From an optimization exercise on the open Yosys and OpenROAD flow, aimed at small area; shortcuts taken in it are not production practice. Only simulation tests tie the RTL to the original design; equivalence was not proved. No driver is modelled on the clock port, so clocking that relies on it looks cheaper here than on a real chip. Power and IR drop assume default switching activity.

==> flow/design.v <==
`timescale 1ns / 1ps
module divClk #(
    parameter W = 14,
    parameter K = 1,
    parameter [W-1:0] SEED = 0,
    parameter [W-1:0] TERM = 0,
    parameter [W-1:0] TMASK = 0
)(
    input clk,
    input rst,
    output reg tick
);
reg [W-1:0] s;
reg ph;
wire term = ((s ^ TERM) & TMASK) == 0;
always @(posedge clk) begin
    if (rst | term) s <= SEED;
    else s <= {~s[W-2:0], s[W-1] ^ s[K-1]};
    if (rst) begin
        ph <= 1'b0;
        tick <= 1'b0;
    end else begin
        tick <= term & ~ph;
        ph <= ph ^ term;
    end
end
endmodule
`timescale 1ns / 1ps
module debouncer #(
    parameter W = 15,
    parameter K = 14,
    parameter [W-1:0] SEED = 0,
    parameter [W-1:0] TERM = 0,
    parameter [W-1:0] TMASK = 0
)(
    input clk, rst, B,
    output reg db
);
reg run, dly;
reg [W-1:0] s;
wire term = ((s ^ TERM) & TMASK) == 0;
always @(posedge clk)
    s <= run ? {~s[W-2:0], s[W-1] ^ s[K-1]} : SEED;
always @(posedge clk) begin
    if (rst) begin
        run <= 1'b0;
        dly <= 1'b0;
        db <= 1'b0;
    end else if (run) begin
        if (term) begin
            run <= 1'b0;
            dly <= 1'b1;
            db <= 1'b1;
        end
    end else if (dly) begin
        if (B) db <= 1'b0;
        else dly <= 1'b0;
    end else begin
        db <= 1'b0;
        if (B) run <= 1'b1;
    end
end
endmodule
`timescale 1ns / 1ps
module SegmentDecoder(
    input [3:0] w,
    output [6:0] seg
    );
localparam [15:0] SEG0 = 16'b0010_1000_0001_0010;
localparam [15:0] SEG1 = 16'b1101_1000_0110_0000;
localparam [15:0] SEG2 = 16'b1101_0000_0000_0100;
localparam [15:0] SEG3 = 16'b1000_0100_1001_0010;
localparam [15:0] SEG4 = 16'b0000_0010_1011_1010;
localparam [15:0] SEG5 = 16'b0010_0000_1000_1110;
localparam [15:0] SEG6 = 16'b0001_0000_1000_0011;
assign seg = {SEG6[w], SEG5[w], SEG4[w], SEG3[w], SEG2[w], SEG1[w], SEG0[w]};
endmodule
`timescale 1ns / 1ps
module DigitDisplay(
    input clk,
    input rst,
    input tick,
    output reg [1:0] re,
    output [1:0] re_n,
    output reg [3:0] anode
);
assign re_n = rst ? 2'd0 : re + {1'b0, tick};
always @(posedge clk) re <= re_n;
always @(*) begin
    case (re)
        0: anode = 4'b1110;
        1: anode = 4'b1101;
        2: anode = 4'b1011;
        default: anode = 4'b0111;
    endcase
end
endmodule
`timescale 1ns / 1ps
module Transmitter(
    input clk, rst, tick,
    input stage4,
    input [7:0] lData,
    input LButton,
    input transferButton,
    output reg t,
    output reg [7:0] m0, m1, m2, m3
    );
localparam [3:0] XFER0 = 4'd0, XFER9 = 4'd9, INIT = 4'd11, LOADS = 4'd14, WLOAD = 4'd12,
                 WXFER = 4'd10, S4 = 4'd13;
reg [3:0] st;
reg [1:0] s4c;
reg [8:0] tr;    
wire xfer = (st <= XFER9);
wire [7:0] src = (s4c == 2'd0) ? m3 : (s4c == 2'd1) ? m2 : (s4c == 2'd2) ? m1 : m0;
wire [9:0] frame = {tr, 1'b0};
wire ld = tick & (st == INIT) & LButton & ~stage4;
wire wr = ld & ~rst;
wire hold = ~ld & ~rst;
always @(posedge clk) begin
    m0 <= ({8{wr}} & lData) | ({8{hold}} & m0);
    m1 <= ({8{wr}} & m0) | ({8{hold}} & m1);
    m2 <= ({8{wr}} & m1) | ({8{hold}} & m2);
    m3 <= ({8{wr}} & m2) | ({8{hold}} & m3);
end
wire tl = tick & (st == LOADS || st == S4);
wire twr = tl & ~rst;
wire thold = ~tl & ~rst;
always @(posedge clk) tr <= ({9{twr}} & {1'b1, src}) | ({9{thold}} & tr);
always @(posedge clk) begin
    if (tick) begin
        if (st == INIT) s4c <= 2'd0;
        else if (st == WXFER && stage4 && s4c != 2'd3) s4c <= s4c + 2'd1;
    end
end
always @(posedge clk) begin
    if (rst) begin
        st <= INIT;
        t <= 1'b1;
    end else if (tick) begin
        if (xfer) begin
            t <= frame[st];
            st <= (st == XFER9) ? WXFER : st + 4'd1;
        end else case (st)
            INIT: begin
                t <= 1'b1;
                if (LButton && !stage4) st <= LOADS;
                if (transferButton) st <= stage4 ? S4 : XFER0;
            end
            LOADS: st <= WLOAD;
            WLOAD: if (!LButton) st <= INIT;
            WXFER: begin
                if (stage4) begin
                    if (s4c != 2'd3) st <= S4;
                    else if (!transferButton) st <= INIT;
                end else if (!transferButton) st <= INIT;
            end
            S4: st <= XFER0;
            default: st <= INIT;
        endcase
    end
end
endmodule
`timescale 1ns / 1ps
module Receiver(
    input clk, rst, tick,
    input t,
    output reg [7:0] m0, m1, m2, m3
    );
reg rec;
reg [9:0] sr;
wire sh = tick & rec;
wire ld = tick & ~rec;
always @(posedge clk)
    sr <= ({10{sh}} & {t, sr[9:1]}) | {ld, 9'b0} | ({10{~tick}} & sr);
always @(posedge clk) begin
    if (rst) rec <= 1'b0;
    else if (tick) begin
        if (!rec) begin
            if (!t) rec <= 1'b1;
        end else if (sr[0]) rec <= 1'b0;
    end
end
wire wr = tick & rec & sr[0] & ~rst;
wire hold = ~(tick & rec & sr[0]) & ~rst;
always @(posedge clk) begin
    m0 <= ({8{wr}} & sr[8:1]) | ({8{hold}} & m0);
    m1 <= ({8{wr}} & m0) | ({8{hold}} & m1);
    m2 <= ({8{wr}} & m1) | ({8{hold}} & m2);
    m3 <= ({8{wr}} & m2) | ({8{hold}} & m3);
end
endmodule
`timescale 1ns / 1ps
module UART3_Ruveyda#(parameter bitNum=8)(
    input clk,
    input rst,
    input btnU,
    input btnR,
    input btnL,
    input stage4,
    input [bitNum-1:0] data,
    input btnC,  
    input btnD,  
    input R,
    output T,
    output [bitNum-1:0] T_Buf,
    output [bitNum-1:0] R_Buf,
    output [3:0] an,
    output [6:0] seg
);
localparam [13:0] BAUD_SEED = 14'd12491, BAUD_TERM = 14'd11869, BAUD_MASK = 14'd14075;
localparam [13:0] DISP_SEED = 14'd7264, DISP_TERM = 14'd2200, DISP_MASK = 14'd12015;
localparam [14:0] DB_SEED = 15'd24982, DB_TERM = 15'd15564, DB_MASK = 15'd32167;
wire dbU, dbR, dbL;
wire baudTick, dispTick;
wire [7:0] mT0, mT1, mT2, mT3, mR0, mR1, mR2, mR3;
debouncer #(15, 1, DB_SEED, DB_TERM, DB_MASK) db1(clk, rst, btnU, dbU);
debouncer #(15, 1, DB_SEED, DB_TERM, DB_MASK) db2(clk, rst, btnR, dbR);
debouncer #(15, 1, DB_SEED, DB_TERM, DB_MASK) db3(clk, rst, btnL, dbL);
divClk #(14, 1, BAUD_SEED, BAUD_TERM, BAUD_MASK) baud(clk, rst, baudTick);
divClk #(14, 1, DISP_SEED, DISP_TERM, DISP_MASK) disp(clk, rst, dispTick);
Transmitter t(clk, rst, baudTick, stage4, data, btnC, btnD, T, mT0, mT1, mT2, mT3);
Receiver r(clk, rst, baudTick, R, mR0, mR1, mR2, mR3);
assign T_Buf = mT0;
assign R_Buf = mR0;
reg isT;
reg [1:0] index;
wire [1:0] re, re_n;
wire [1:0] index_n = rst ? 2'd0 : dbR ? index + 2'd1 : dbL ? index - 2'd1 : dbU ? 2'd0 : index;
always @(posedge clk) begin
    index <= index_n;
    if (rst) isT <= 1'b1;
    else if (dbU) isT <= ~isT;
end
DigitDisplay d(clk, rst, dispTick, re, re_n, an);
reg [7:0] sel;
always @(*) begin
    case ({isT, index_n})
        3'd0: sel = mR0;
        3'd1: sel = mR1;
        3'd2: sel = mR2;
        3'd3: sel = mR3;
        3'd4: sel = mT0;
        3'd5: sel = mT1;
        3'd6: sel = mT2;
        default: sel = mT3;
    endcase
end
reg [3:0] digit_n;
always @(*) begin
    if (rst) digit_n = 4'd0;
    else case (re_n)
        2'd0: digit_n = isT ? 4'hA : 4'hb;
        2'd1: digit_n = {2'b00, index_n};
        2'd2: digit_n = sel[7:4];
        default: digit_n = sel[3:0];
    endcase
end
reg [3:0] digit;
always @(posedge clk) digit <= digit_n;
SegmentDecoder s(digit, seg);
endmodule
==> flow/flow/run.sh <==
#!/bin/bash
# Own layout flow:
# 1. the standard synthesis (standard.sh synth), and the same synthesis
#    with an area-oriented ABC script (own_synth.tcl); the second is used only
#    if its registers (names and cell types) are exactly the standard ones.
# 2. The combinational logic between the registers of each is re-mapped by ABC
#    for area with a few scripts (registers, names and cell types kept); the
#    smallest result goes on.
# 3. the standard layout steps, with the smallest buffer on the ports and a
#    clock tree of small buffers, each upsized only as far as its clock slew
#    needs (ctsfix.tcl).
set -euo pipefail
W=$(pwd)
R=$W/orfs/results/${FLOW_PLATFORM}/UART3_Ruveyda/base
LIB=$FLOW_HOME/platforms/${FLOW_PLATFORM}/lib/sky130_fd_sc_hd__tt_025C_1v80.lib

bash standard.sh synth > $W/std_synth.log 2>&1
cp $R/1_2_yosys.v $W/src_std.v

# the same synthesis with the area ABC script, in a work folder of its own
printf 'strash\ndc2\ndch -f -x\namap\n' > $W/own_synth.abc
sources="std"
if OWN_ABC_SCRIPT=$W/own_synth.abc make -C $FLOW_HOME DESIGN_CONFIG=$W/config.mk WORK_HOME=$W/orfs_own \
     CLKGATE_MAP_FILE= SYNTH_SCRIPT=$W/flow/own_synth.tcl \
     $W/orfs_own/results/${FLOW_PLATFORM}/UART3_Ruveyda/base/1_2_yosys.v > $W/own_synth.log 2>&1; then
  cp $W/orfs_own/results/${FLOW_PLATFORM}/UART3_Ruveyda/base/1_2_yosys.v $W/src_own.v
  regs() { grep -E '^\s*sky130_fd_sc_hd__(dfxtp|edfxtp|dfrtp|dfstp|dfbbp|dfxbp|sdf|sedf|dl)' "$1" | sed 's/($//' | sort; }
  if cmp -s <(regs $W/src_std.v) <(regs $W/src_own.v); then
    sources="std own"
    echo "own synthesis: same registers as the standard one" >> $W/resyn_choice.log
  else
    echo "own synthesis: registers differ, not used" >> $W/resyn_choice.log
  fi
fi

scripts=(
  "strash; dc2; dch -f; amap"
  "strash; dc2; dch -f -x; amap"
  "strash; drw; drf; dc2; dch -f; amap"
  "strash; dch -f; amap"
  "strash; dc2; dch -f; amap; strash; dch -f; amap"
  "strash; dc2; balance; dch -f; amap"
)
best=""
bestarea=""
for src in $sources; do
  for i in "${!scripts[@]}"; do
    n=${src}_$i
    echo "${scripts[$i]}" | tr ';' '\n' > $W/resyn_$n.abc
    cat > $W/resyn_$n.ys <<EOF
read_liberty -ignore_miss_func $LIB
read_verilog $W/src_$src.v
hierarchy -top $FLOW_TOP
setattr -mod -set keep_hierarchy 1 sky130_fd_sc_hd__dfxtp_* sky130_fd_sc_hd__edfxtp_* sky130_fd_sc_hd__conb_1
flatten
opt_clean -purge
abc -liberty $LIB -dont_use sky130_fd_sc_hd__lpflow_* -dont_use sky130_fd_sc_hd__probe* -script $W/resyn_$n.abc $FLOW_TOP
opt_clean -purge
hilomap -singleton -hicell sky130_fd_sc_hd__conb_1 HI -locell sky130_fd_sc_hd__conb_1 LO
splitnets
opt_clean -purge
tee -o $W/resyn_$n.stat stat -liberty $LIB $FLOW_TOP
select $FLOW_TOP
write_verilog -noattr -noexpr -nohex -nodec -selected $W/resyn_$n.v
EOF
    if yosys -s $W/resyn_$n.ys > $W/resyn_$n.log 2>&1; then
      a=$(sed -n "s/.*Chip area for module '\\\\$FLOW_TOP': \([0-9.]*\).*/\1/p" $W/resyn_$n.stat | tail -1)
      echo "$src netlist, script $i (${scripts[$i]}): area $a" >> $W/resyn_choice.log
      if [[ -n "$a" ]] && { [[ -z "$bestarea" ]] || awk "BEGIN{exit !($a < $bestarea)}"; }; then
        best=$n; bestarea=$a
      fi
    fi
  done
done
echo "chosen: $best, area $bestarea" >> $W/resyn_choice.log
if [[ -n "$best" ]]; then
  cp $W/resyn_$best.v $R/1_2_yosys.v
  rm -f $R/1_synth.odb $R/1_synth.sdc
fi

export BUFFER_PORTS_ARGS="-buffer_cell sky130_fd_sc_hd__buf_1"
export CTS_ARGS="-sink_clustering_enable -repair_clock_nets -dont_use_dummy_load -buf_list sky130_fd_sc_hd__clkbuf_4"
# after CTS, upsize the clock buffers whose flip-flops see a clock slew over 110 ps
export PRE_CTS_TCL=$W/flow/ctsfix.tcl OWN_CLK_SLEW_PS=110
bash standard.sh > $W/std_layout.log 2>&1
==> flow/flow/ctsfix.tcl <==
# Sourced before CTS (PRE_CTS_TCL). clock_tree_synthesis builds the tree with
# small buffers; then each buffer whose flip-flop clock pins see too much slew
# is upsized, step by step, until every clock pin is under the target.
rename clock_tree_synthesis my_own_cts_orig
proc clkpin_slew {pin} {
  set w 0
  foreach edge {rise fall} {
    foreach a {min max} {
      set s [expr {[sta::time_ui_sta [get_property $pin slew_${a}_$edge]] * 1e12}]
      if {$s > $w} { set w $s }
    }
  }
  return $w
}
proc clock_tree_synthesis {args} {
  my_own_cts_orig {*}$args
  set target [expr {[info exists ::env(OWN_CLK_SLEW_PS)] ? $::env(OWN_CLK_SLEW_PS) : 110}]
  set sizes {sky130_fd_sc_hd__clkbuf_4 sky130_fd_sc_hd__clkbuf_8 sky130_fd_sc_hd__clkbuf_16}
  for {set round 0} {$round < 3} {incr round} {
    estimate_parasitics -placement
    set todo {}
    foreach pin [all_registers -clock_pins -edge_triggered] {
      if {[clkpin_slew $pin] > $target} {
        set net [get_nets -of_objects $pin]
        foreach d [get_pins -of_objects $net -filter "direction == output"] {
          set inst [get_property $d full_name]
          set inst [string range $inst 0 [expr {[string last "/" $inst] - 1}]]
          if {[lsearch $todo $inst] < 0} { lappend todo $inst }
        }
      }
    }
    puts "ctsfix: round $round, [llength $todo] buffers to upsize"
    if {![llength $todo]} { break }
    foreach inst $todo {
      set cell [get_property [get_cells $inst] ref_name]
      set i [lsearch $sizes $cell]
      if {$i >= 0 && $i < [llength $sizes] - 1} {
        replace_cell [get_cells $inst] [lindex $sizes [expr {$i + 1}]]
        puts "ctsfix: $inst $cell -> [lindex $sizes [expr {$i + 1}]]"
      }
    }
  }
}
==> flow/flow/own_synth.tcl <==
# synth_recipe.tcl (the standard synthesis), except that ABC maps the logic with
# the area script in $OWN_ABC_SCRIPT. Registers are mapped before ABC runs, so
# they come out as in the standard synthesis (run.sh checks this).
proc synth {args} { yosys synth -nofsm -noshare {*}$args }
proc abc {args} {
  set i [lsearch -exact $args -script]
  if {$i >= 0} { lset args [expr {$i + 1}] $::env(OWN_ABC_SCRIPT) }
  yosys abc {*}$args
}
source $::env(SCRIPTS_DIR)/synth.tcl
# left out here: clear keep_hierarchy, flatten, clean up, hide names made inside functions, write 1_2_yosys.v
==> flow/standard.sh <==
#!/bin/bash
# synth_recipe.tcl (not shown) runs the flow's synth.tcl, then flattens the netlist and writes it again
# the make line also repeats each setting of config.mk as NAME=value (left out here)
make -C /OpenROAD-flow-scripts/flow DESIGN_CONFIG=/design/flow/config.mk WORK_HOME=/design/flow/orfs CLKGATE_MAP_FILE= SYNTH_SCRIPT=/design/flow/synth_recipe.tcl "${@:-finish}"
==> flow/config.mk <==
export PLATFORM = sky130hd
export DESIGN_NAME = UART3_Ruveyda
export DESIGN_NICKNAME = UART3_Ruveyda
export VERILOG_FILES = /design/flow/design.v
export SDC_FILE = /design/flow/constraint.sdc
export NUM_CORES = 4
export LEC_CHECK = 0
export CAP_MARGIN = 20
export CORE_MARGIN = 2
export CORE_UTILIZATION = 60
export PLACE_DENSITY = 0.85
export SLEW_MARGIN = 20
==> flow/constraint.sdc <==
create_clock -name core_clock -period 10.0 [get_ports {clk}]
set_input_delay 2.0000 -clock core_clock [delete_from_list [all_inputs] [get_ports {clk}]]
set_output_delay 2.0000 -clock core_clock [all_outputs]
set_load 0.01 [all_outputs]
==> results.json, run 1 <==
{
  "cts_tree": "yes",
  "antenna_found_initial": 0,
  "ir_worst_vdd_v": 0.000128,
  "placed_cells": 912,
  "fill_cells": 862,
  "ys_warn_count": 7,
  "final_cells": 929,
  "area_growth_pct": 8.31,
  "cp-start-kind": "input pin",
  "grt_pass1_vias": 5297,
  "maxCapViolCount": 0,
  "num_antenna_cells": 0,
  "cp-end-kind": "register",
  "final_util_pct": 67.4,
  "drt-vias-per-instance": 5.96,
  "gp_congestion": 1.05,
  "grt_pass1_wl_mm": 24.1,
  "overflow": 0,
  "crit_slowest_cell": "a221oi_1",
  "rows": 37,
  "die_x_um": 108,
  "first_pass_iters": 8,
  "syn_area_um2": 6490,
  "dr.first_iter.drc_count": 445,
  "status": "timing/DRC/antenna clean",
  "netlist_instances": 730,
  "dieArea_um2": 11700,
  "ff2ff_setup_slack_ns": 6.92,
  "min-delay-start": "db1.s[3]$_SDFF_PN0_",
  "dp.final_hpwl_mm": 10.3,
  "hp-class": "register to register",
  "grt_start_max_net_pins": 34,
  "min_period_ns": 4.13,
  "routed_wl_mm": 14.5,
  "final_max_slew_viol_count": 0,
  "antenna_left": 0,
  "top_level_ports": 45,
  "worstReg2RegStart": "index[1]$_DFF_P_",
  "power_density_nw_per_um2": 162,
  "fmaxAchievable_ghz": 0.242,
  "slew_headroom_pct": 25.4,
  "cp_num_buf_inv": 3,
  "path_delay_family": "compound AO/OA/AOI/OAI gates",
  "post-cts-setup-buffers": 0,
  "hold_end": "db1.s[4]$_SDFF_PN1_",
  "synthesis.nets": 747,
  "drcViolationCount": 0,
  "cts_sinks": 186,
  "crit_type": "input pin to register",
  "hold_buffers": 0,
  "cp_max_fo": 19,
  "initial_core_util_pct": 62.3,
  "post_cts_resized": 0,
  "crit_required_ns": 10.46,
  "worstPathArrival_ns": 4.58,
  "port_buffers": 44,
  "fin_setup_tns_ns": 0,
  "grt_use_total_pct": 26.0,
  "clock_latency_ns": 0.59,
  "hold_viol": 0,
  "fin_skew_ns": 0.0382,
  "holdPathStages": 1,
  "worstMarginPinSlew_ns": 1.12,
  "path_clk_slew_ns": 0.10,
  "dieHeight_um": 108,
  "rsz0062_at_grt": "false",
  "rr_endpoint": "digit[0]$_SDFF_PP0_",
  "core-area_um2": 10400,
  "nets": 812,
  "layout-drive-gt1-share_pct": 2.52,
  "cts_made_buffers": 17,
  "wl_per_cell_um": 15.6,
  "num_vias": 5536,
  "fin_crit_sh_pct": 41.3,
  "reg2reg_depth": 9,
  "avgSynthCellArea_um2": 8.89,
  "cpPeakStageDelay_ns": 0.69,
  "worstPathCellList": "buf_1 > buf_4 > a221oi_1 > clkinv_1 > nand3_1 > o22ai_1 > or4b_1 > o211ai_1 > a311oi_1",
  "setup_viol": 0,
  "leakagePower_nw": 2.38
}
[layout make-up]
cell class                      instances  area, um^2  area share, %
Multi-Input combinational cell        416        2270           32.4
Tap cell                              136         170           2.42
Clock buffer                           17         178           2.53
Sequential cell                       186        3740           53.3
Timing Repair Buffer                   46         180           2.56
Inverter                              128         480           6.84
[report_power, final]
part	internal, mW	leakage [nW]	total, mW	switching [mW]
clock network	0.111	0.0989	0.323	0.212
logic	0.0138	0.756	0.0393	0.0255
registers	0.763	1.52	0.776	0.0126
total	0.888	2.38	1.14	0.250
[metal layers]
layer | GRT usage [%] | routed length (um)
met1 | 30.9 | 6110
met2 | 44.8 | 7010
met3 | 7.47 | 990
met4 | 9.80 | 371
met5 | 0 | 0
[sequential cells by signal, summed over array words and instances (netlist names), 9 cells and up]
signal and count:
db3.s 15, db2.s 15, disp.s 14, t.tr 9
baud.s 14, db1.s 15, r.sr 10
[worst reg2reg max path, cell delays in order (launching register included)]
cell      delay [ns]
dfxtp_1         0.34
o21ai_0         0.23
nand2_1         0.08
a221oi_1        0.71
clkinv_1        0.36
nand3_1         0.39
o22ai_1         0.12
or4b_1          0.51
o211ai_1        0.09
a311oi_1        0.13
[through the flow]
stage	hold slack, ns	power (mW)	cell area, um^2	setup WS [ns]
after floorplan	0.343	0.815	6490	6.10
after global placement	0.344	0.828	6840	5.65
after detailed placement	0.353	0.831	6840	5.41
after CTS	0.373	1.14	7020	5.96
after global routing	0.377	1.18	7030	5.69
final	0.371	1.14	7030	5.87
[placed cells by master (no fill, tap or decap), types with 4 or more instances in the layout]
| cell type | instances |
|---|---|
| clkbuf_8 | 8 |
| clkbuf_4 | 9 |
| buf_1 | 44 |
| or2_0 | 4 |
| nand4_1 | 4 |
| nor2_1 | 101 |
| o22ai_1 | 106 |
| nor2b_1 | 5 |
| a21oi_1 | 9 |
| clkinv_1 | 128 |
| nand3_1 | 23 |
| nor3_1 | 15 |
| nand2_1 | 45 |
| o32ai_1 | 5 |
| o221ai_1 | 8 |
| a211oi_1 | 11 |
| o21ai_0 | 36 |
| dfxtp_1 | 184 |
[how the worst max path moves through the flow]
stage / start / cells after the start / slack [ns] / end
2_1_floorplan: rst / 7 / 6.10 / digit[0]$_SDFF_PP0_
3_3_place_gp: rst / 9 / 5.65 / digit[0]$_SDFF_PP0_
3_5_place_dp: rst / 9 / 5.41 / digit[0]$_SDFF_PP0_
4_1_cts: digit[3]$_SDFF_PP0_ / 5 / 5.96 / seg[0]
5_1_grt: rst / 9 / 5.69 / digit[0]$_SDFF_PP0_
6_report: rst / 9 / 5.87 / digit[0]$_SDFF_PP0_
==> run 2: changes to the inputs <==
--- a/flow/design.v
+++ b/flow/design.v
@@ -105,8 +105,8 @@
     output reg t,
     output reg [7:0] m0, m1, m2, m3
     );
-localparam [3:0] XFER0 = 4'd0, XFER9 = 4'd9, INIT = 4'd11, LOADS = 4'd14, WLOAD = 4'd12,
-                 WXFER = 4'd10, S4 = 4'd13;
+localparam [3:0] XFER0 = 4'd0, XFER9 = 4'd9, INIT = 4'd14, LOADS = 4'd10, WLOAD = 4'd11,
+                 WXFER = 4'd12, S4 = 4'd13;
 reg [3:0] st;
 reg [1:0] s4c;
 reg [8:0] tr;    
==> results.json, run 2 <==
{
  "num_vias": 5498,
  "first_pass_iters": 9,
  "num_antenna_cells": 0,
  "pwr-share-clk_pct": 28.4,
  "dieHeight_um": 108,
  "cts_tree": "yes",
  "hold_viol": 0,
  "grt_pass1_wl_mm": 23.7,
  "fin_setup_tns_ns": 0,
  "crit_required_ns": 8.00,
  "port_buffers": 44,
  "worstPathArrival_ns": 2.10,
  "path_clk_slew_ns": 0.10,
  "comb_power_share_pct": 3.4,
  "setup_viol": 0,
  "power_density_nw_per_um2": 162,
  "drt-vias-per-instance": 5.91,
  "routed_wl_mm": 14.3,
  "cts_sinks": 186,
  "nets": 814,
  "gp_congestion": 0.965,
  "final_max_slew_viol_count": 0,
  "post-cts-setup-buffers": 0,
  "rows": 37,
  "netlist_instances": 732,
  "cp_max_fo": 5,
  "cp-start-kind": "register",
  "switching_share_pct": 21.6,
  "grt_pass1_vias": 5157,
  "rsz0062_at_grt": "false",
  "fin_skew_ns": 0.0408,
  "hold_buffers": 0,
  "fin_ws_ns": 5.90,
  "initial_core_util_pct": 62.2,
  "status": "timing/DRC/antenna clean",
  "crit_type": "register to output pin",
  "post_cts_resized": 0,
  "syn_area_um2": 6450,
  "cp-end-kind": "output pin",
  "fin_crit_sh_pct": 41.0,
  "overflow": 0,
  "clock_latency_ns": 0.57,
  "avgSynthCellArea_um2": 8.81,
  "p_sw_uw": 245,
  "die_x_um": 108,
  "mostFrequentLayoutCells": "dfxtp_1, clkinv_1, o22ai_1, nor2_1, nand2_1",
  "min_period_ns": 4.10,
  "final_common_cell": "dfxtp_1",
  "antenna_found_initial": 0,
  "grt_use_total_pct": 25.7,
  "area_growth_pct": 8.49,
  "worstMarginPinSlew_ns": 1.01,
  "antenna_left": 0,
  "dr.first_iter.drc_count": 567,
  "core-area_um2": 10400,
  "ys_warn_count": 7,
  "slew_headroom_pct": 32.5,
  "hp-class": "register to register",
  "maxCapViolCount": 0,
  "grt_start_max_net_pins": 34,
  "cts_made_buffers": 17,
  "ir_worst_vdd_v": 0.000126,
  "wl_per_cell_um": 15.4,
  "drcViolationCount": 0,
  "top_regs": "db1.s: 15 flops, db2.s: 15 flops, db3.s: 15 flops",
  "synthesis.nets": 749,
  "leakagePower_nw": 2.36,
  "top_level_ports": 45,
  "fmaxAchievable_ghz": 0.244,
  "p_int_uw": 892,
  "dieArea_um2": 11600,
  "layout-drive-gt1-share_pct": 2.64,
  "pre_cts_ws_ns": 5.50,
  "pwr-share-seq_pct": 68.2,
  "dp.final_hpwl_mm": 10.2
}
-- run 2: path summary, 6_finish.rpt --
kind	startpoint	endpoint	slack (ns)	cells past startpoint
worst max register to register	index[0]$_DFF_P_	digit[3]$_SDFF_PP0_	7.15	11
worst max-delay path	digit[0]$_SDFF_PP0_	seg[0]	5.90	7
worst min-delay path	db3.s[6]$_SDFF_PN0_	db3.s[7]$_SDFF_PN1_	0.35	1
worst min register to register	db3.s[6]$_SDFF_PN0_	db3.s[7]$_SDFF_PN1_	0.35	1
-- run 2: layout make-up --
| class | count | area, um^2 |
|---|---|---|
| clock buffers | 17 | 184 |
| fillers | 854 | 3370 |
| inverters | 131 | 492 |
| multi-input cells | 415 | 2230 |
| flip-flops and latches | 186 | 3740 |
| well taps | 136 | 170 |
| repair buffers | 46 | 180 |
-- run 2: metrics by stage --
step	cell area, um^2	instances	hold WS, ns	util, %	total power [mW]
floorplan	6450	732	0.343	-	0.815
global placement	6810	914	0.345	65.6	0.827
detailed placement	6810	914	0.351	65.6	0.830
CTS	6990	931	0.353	67.4	1.14
global route	7000	931	0.353	67.5	1.18
finish	7000	931	0.352	67.5	1.14
-- run 2: critical path: stages, from the launching register on --
cell and delay [ns]:
dfxtp_1 0.43, clkinv_1 0.12, nor2_1 0.20, clkinv_1 0.15, nor3_1 0.30, nor3_1 0.09
o21ai_0 0.08, buf_1 0.16
-- run 2: power by group through the flow --
| stage | Sequential, mW | Combinational [mW] | Clock (mW) |
|---|---|---|---|
| 6_report | 0.776 | 0.0383 | 0.323 |
| 5_1_grt | 0.779 | 0.0432 | 0.360 |
| 4_1_cts | 0.776 | 0.0378 | 0.331 |
| 3_5_place_dp | 0.793 | 0.0376 | 0 |
| 3_3_place_gp | 0.792 | 0.0355 | 0 |
| 2_1_floorplan | 0.789 | 0.0259 | 0 |
-- run 2: per-layer routing --
metal	part of all wire (%)	vias to the layer above	track usage (%)
met5	0	-	0
li1	-	2694	-
met1	43	2540	32.9
met2	48	227	42.1
met3	6.5	37	5.99
met4	2.8	0	10.1
==> run 3: changes to the inputs <==
--- a/flow/flow/run.sh
+++ b/flow/flow/run.sh
@@ -80,6 +80,6 @@
 
 export BUFFER_PORTS_ARGS="-buffer_cell sky130_fd_sc_hd__buf_1"
 export CTS_ARGS="-sink_clustering_enable -repair_clock_nets -dont_use_dummy_load -buf_list sky130_fd_sc_hd__clkbuf_4"
-# after CTS, upsize the clock buffers whose flip-flops see a clock slew over 110 ps
-export PRE_CTS_TCL=$W/flow/ctsfix.tcl OWN_CLK_SLEW_PS=110
+# after CTS, upsize the clock buffers whose flip-flops see a clock slew over 115 ps
+export PRE_CTS_TCL=$W/flow/ctsfix.tcl OWN_CLK_SLEW_PS=115
 bash standard.sh > $W/std_layout.log 2>&1
==> results.json, run 3 <==
{
  "status": "timing/DRC/antenna clean",
  "fin_ws_ns": 5.91,
  "pwr-share-clk_pct": 27.8,
  "port_buffers": 44,
  "seqCellArea_um2": 3740,
  "power_density_nw_per_um2": 161,
  "pre_cts_ws_ns": 5.50,
  "grt_pass1_vias": 5112,
  "setup_viol": 0,
  "place_area_um2": 6810,
  "hold_viol": 0,
  "cp-start-kind": "register",
  "final_common_cell": "dfxtp_1",
  "final_max_slew_viol_count": 0,
  "num_vias": 5438,
  "nets": 814,
  "core-area_um2": 10400,
  "hold_buffers": 0,
  "dieHeight_um": 108,
  "pwr-share-seq_pct": 68.8,
  "routed_wl_mm": 14.1,
  "maxCapViolCount": 0,
  "worstMarginPinSlew_ns": 1.05,
  "hold_slack_ns": 0.352,
  "overflow": 0,
  "antenna_found_initial": 0,
  "slew_headroom_pct": 29.9,
  "crit_required_ns": 8.00,
  "area_growth_pct": 8.30,
  "switching_share_pct": 21.6,
  "drcViolationCount": 0,
  "die_x_um": 108,
  "fill_cells": 855,
  "post_cts_resized": 0,
  "postLayoutCellArea_um2": 6990,
  "fmaxAchievable_ghz": 0.245,
  "mostFrequentLayoutCells": "dfxtp_1, clkinv_1, o22ai_1, nor2_1, nand2_1",
  "grt_start_max_net_pins": 34,
  "rows": 37,
  "cp_max_fo": 5,
  "dieArea_um2": 11600,
  "min_period_ns": 4.09,
  "rsz0062_at_grt": "false",
  "drt-vias-per-instance": 5.84,
  "cp-end-kind": "output pin",
  "dp.final_hpwl_mm": 10.2,
  "multi_input_area_um2": 2230,
  "crit_type": "register to output pin",
  "clock_latency_ns": 0.56,
  "placed_cells": 914,
  "leakagePower_nw": 2.36,
  "p_int_uw": 884,
  "ys_warn_count": 7,
  "ir_worst_vdd_v": 0.000126,
  "num_antenna_cells": 0,
  "layout-drive-gt1-share_pct": 2.64,
  "top_level_ports": 45,
  "fin_skew_ns": 0.0365,
  "antenna_left": 0,
  "p_sw_uw": 243,
  "netlist_instances": 732,
  "grt_use_total_pct": 25.6,
  "power_mw": 1.13,
  "synthesis.nets": 749,
  "final_util_pct": 67.4,
  "top_regs": "db1.s: 15 flops, db2.s: 15 flops, db3.s: 15 flops",
  "worstPathArrival_ns": 2.09,
  "hp-class": "register to register",
  "dr.first_iter.drc_count": 577,
  "cts_sinks": 186,
  "comb_power_share_pct": 3.4,
  "syn_area_um2": 6450,
  "post-cts-setup-buffers": 0,
  "fin_setup_tns_ns": 0,
  "avgSynthCellArea_um2": 8.81,
  "gp_congestion": 0.965,
  "grt_pass1_wl_mm": 23.5,
  "path_clk_slew_ns": 0.10,
  "initial_core_util_pct": 62.2,
  "cts_made_buffers": 17,
  "wl_per_cell_um": 15.2,
  "cts_tree": "yes",
  "fin_crit_sh_pct": 40.9,
  "final_cells": 931,
  "first_pass_iters": 8
}
-- run 3: final timing paths --
| path | startpoint | to | slack [ns] | depth (start not counted) |
|---|---|---|---|---|
| worst max-delay path | digit[0]$_SDFF_PP0_ | seg[0] | 5.91 | 7 |
| worst max register to register | t.st[2]$_SDFFE_PP1P_ | t.m0[5]$_DFF_P_ | 7.15 | 9 |
| worst min-delay path | db3.s[6]$_SDFF_PN0_ | db3.s[7]$_SDFF_PN1_ | 0.35 | 1 |
| worst min register to register | db3.s[6]$_SDFF_PN0_ | db3.s[7]$_SDFF_PN1_ | 0.35 | 1 |
-- run 3: power groups by stage --
stage	sequential [mW]	clock, mW	combinational, mW
final	0.776	0.313	0.0383
after global routing	0.779	0.350	0.0432
after CTS	0.776	0.321	0.0378
after detailed placement	0.793	0	0.0376
after global placement	0.792	0	0.0355
after floorplan	0.789	0	0.0259
-- run 3: cell type report --
class / count / share of cell area [%]
Sequential cell: 186 / 53.6
Multi-Input combinational cell: 415 / 31.9
Inverter: 131 / 7.04
Timing Repair Buffer: 46 / 2.58
Clock buffer: 17 / 2.45
Tap cell: 136 / 2.44
-- run 3: critical path, cell delays in order (launching register included) --
cell,delay [ns]
dfxtp_1,0.43
clkinv_1,0.12
nor2_1,0.20
clkinv_1,0.15
nor3_1,0.30
nor3_1,0.09
o21ai_0,0.08
buf_1,0.16
-- run 3: layer usage --
layer  GRT usage [%]  vias to the layer above  part of all wire [%]
met1            33.2                     2514                    44
li1                -                     2695                     -
met2            41.9                      194                    48
met3            6.05                       35                   5.6
met5               0                        -                     0
met4            8.79                        0                   2.7
==> run 4: changes to the inputs <==
==> flow/run.sh (new file) <==
#!/bin/bash
# synth_recipe.tcl (not shown) runs the flow's synth.tcl, then flattens the netlist and writes it again
# the make line also repeats each setting of config.mk as NAME=value (left out here)
make -C /OpenROAD-flow-scripts/flow DESIGN_CONFIG=/design/flow/config.mk WORK_HOME=/design/flow/orfs CLKGATE_MAP_FILE= SYNTH_SCRIPT=/design/flow/synth_recipe.tcl finish
removed: flow/flow/run.sh
removed: flow/flow/ctsfix.tcl
removed: flow/flow/own_synth.tcl
removed: flow/standard.sh
==> results.json, run 4 <==
{
  "status": "timing/DRC/antenna clean",
  "crit_type": "register to output pin",
  "ys_seq_area_share_pct": 51.0,
  "initial_core_util_pct": 61.3,
  "fin_crit_sh_pct": 43.6,
  "cts_made_buffers": 17,
  "drt-vias-per-instance": 5.84,
  "path_clk_slew_ns": 0.06,
  "num_vias": 5743,
  "min-delay-start": "db1.s[3]$_SDFF_PN0_",
  "final_max_slew_viol_count": 0,
  "gp_congestion": 0.910,
  "overflow": 0,
  "synth_common_cells": "dfxtp_1, nand2_1, a21oi_1, nor2_1, clkbuf_1",
  "hold_buffers": 0,
  "avgSynthCellArea_um2": 8.98,
  "fmaxAchievable_ghz": 0.229,
  "post-cts-setup-buffers": 0,
  "first_pass_iters": 5,
  "wl_per_cell_um": 15.7,
  "slew_headroom_pct": 33.2,
  "routed_wl_mm": 15.5,
  "syn_area_um2": 7330,
  "rr_endpoint": "digit[0]$_SDFF_PP0_",
  "drcViolationCount": 0,
  "synth_cell_type_count": 61,
  "reg2reg_depth": 7,
  "antenna_left": 0,
  "core-area_um2": 12000,
  "synthFlopType": "dfxtp_1",
  "grt_pass1_vias": 5530,
  "cts_sinks": 186,
  "synthesis.nets": 847,
  "post_cts_resized": 0,
  "crit_required_ns": 8.00,
  "mostFrequentLayoutCells": "dfxtp_1, nand2_1, a21oi_1, nor2_1, clkdlybuf4s50_1",
  "clockRootBuffer": "clkbuf_16",
  "setup_viol": 0,
  "antenna_found_initial": 0,
  "synth.area.top_cells": "dfxtp_1, nand2_1, a21oi_1",
  "ys_seq_elements": 186,
  "grt_pass1_wl_mm": 26.1,
  "yosysTopAreaCell": "dfxtp_1",
  "final_common_cell": "dfxtp_1",
  "cp-start-kind": "register",
  "nets": 855,
  "hp-class": "register to register",
  "rows": 40,
  "grt_start_max_net_pins": 79,
  "hold_end": "db1.s[4]$_SDFF_PN1_",
  "worstPathArrival_ns": 2.36,
  "port_buffers": 44,
  "area_growth_pct": 14.1,
  "fill_cells": 916,
  "worstMarginPinSlew_ns": 0.998,
  "dp.final_hpwl_mm": 10.5,
  "rsz0062_at_grt": "false",
  "multi_input_area_um2": 3260,
  "grt_use_total_pct": 24.9,
  "min_period_ns": 4.36,
  "fin_setup_tns_ns": 0,
  "clockBufferDepth": 2,
  "ys_warn_count": 7,
  "cp_max_fo": 5,
  "ff2ff_setup_slack_ns": 7.21,
  "yosys.area.top_type_share_pct": 50.2,
  "top_level_ports": 45,
  "synth_edf_count": 2,
  "leakagePower_nw": 3.23,
  "maxCapViolCount": 0,
  "dieArea_um2": 13100,
  "num_antenna_cells": 0,
  "cts_tree": "yes",
  "worstReg2RegStart": "db1.db$_SDFFE_PP0P_",
  "dr.first_iter.drc_count": 495,
  "dieHeight_um": 115,
  "ir_worst_vdd_v": 0.000140,
  "holdPathStages": 1,
  "synthMostInstantiatedCell": "dfxtp_1",
  "cp-end-kind": "output pin",
  "htreeDepth": 4,
  "fin_ws_ns": 5.64,
  "top_regs": "db1.s: 15 flops, db2.s: 15 flops, db3.s: 15 flops",
  "pre_cts_ws_ns": 5.85,
  "netlist_instances": 817,
  "layout-drive-gt1-share_pct": 7.29,
  "power_density_nw_per_um2": 180,
  "die_x_um": 115,
  "seqCellArea_um2": 3740,
  "clock_latency_ns": 0.43,
  "fin_skew_ns": 0.00987,
  "ys_async_sr_fraction_pct": 0,
  "hold_viol": 0
}
run 4: worst max path at each step:
stage                   startpoint                   to  depth (start not counted)  slack [ns]
2_1_floorplan                  rst  digit[0]$_SDFF_PP0_                          5        6.58
3_3_place_gp                   rst  digit[0]$_SDFF_PP0_                          7        5.83
3_5_place_dp                stage4      t.m3[4]$_DFF_P_                          5        5.85
4_1_cts        digit[1]$_SDFF_PP0_               seg[0]                          6        5.62
5_1_grt        digit[1]$_SDFF_PP0_               seg[0]                          6        5.47
6_report       digit[1]$_SDFF_PP0_               seg[0]                          6        5.64
run 4: kinds of logic (layout without fill, tap and decap cells):
logic type / after synthesis / after routing / synth area share, %
simple gates: 305 / 305 / 19.6
fa+ha+maj: 13 / 13 / 2.22
buf+inv: 88 / 108 / 4.74
flops: 186 / 186 / 51.0
compound gates: 193 / 193 / 17.0
mux: 24 / 24 / 4.37
xor+xnor: 8 / 8 / 0.955
run 4: cell type report:
cell class / instances / area share (%)
flip-flops and latches: 186 / 44.7
multi-input cells: 543 / 39.0
repair buffers: 46 / 5.38
clock buffers: 18 / 5.25
well taps: 147 / 2.20
clock inverters: 13 / 2.00
inverters: 31 / 1.47
run 4: report_power, final:
part	internal (mW)	switching [mW]	total [mW]
combinational	0.0200	0.0208	0.0407
clock	0.401	0.284	0.685
sequential	0.762	0.0144	0.777
total	1.18	0.320	1.50
run 4: critical path, cell delays in order, from the launching register on:
cell,delay [ns]
dfxtp_1,0.36
inv_1,0.14
ha_1,0.26
nor2b_1,0.08
or3b_2,0.45
o21ai_0,0.09
clkdlybuf4s50_1,0.56
run 4: through the flow:
step,util [%],std cells,hold WS (ns),instance area (um^2),power (mW)
2_1_floorplan,-,817,0.343,7330,0.816
3_3_place_gp,64.8,953,0.348,7750,0.830
3_5_place_dp,64.8,953,0.354,7750,0.834
4_1_cts,69.9,984,0.371,8360,1.51
5_1_grt,69.9,984,0.378,8370,1.55
6_report,69.9,984,0.368,8370,1.50
run 4: routing by layer:
layer,wire [um],track usage (%),vias up
met5,0,0,-
met4,340,10.4,0
met3,860,6.19,25
met2,7380,39.3,177
met1,6900,32.7,2725
li1,-,-,2816

[re-timing with driven ports]
How much do the figures lean on ideal ports? The routed layouts below were timed once more, with nothing changed but the port constraints.
Step 1 sets driving cells, clkbuf_16 on the clock port and buf_2 on the other inputs (assumed; they add their load-dependent delay and slew).
Step 2 moves the port delays by t, midway between the first and last clock arrival at a register: inputs arrive t later, outputs are due t later. That takes back most of the time a late clock gives input paths.
Slacks: ideal ports / drivers / drivers and shift; pairs: ideal ports / drivers.
run	t, ns	setup WS [ns]	worst hold slack (ns)	slew at the worst register clock pin (ns)
run 1	0.605	5.871 / 5.871 / 5.279	0.371 / 0.371 / 0.371	0.11 / 0.11
run 2	0.585	5.902 / 5.868 / 5.372	0.352 / 0.352 / 0.352	0.11 / 0.11
run 3	0.579	5.914 / 5.880 / 5.379	0.352 / 0.352 / 0.352	0.11 / 0.11
run 4	0.465	5.636 / 5.597 / 5.737	0.368 / 0.368 / 0.368	0.07 / 0.07
After both steps every run listed still meets setup and hold. The setup slack of run 1, which loses most, moves by 0.000 ns with the drivers and by -0.592 ns with both steps.
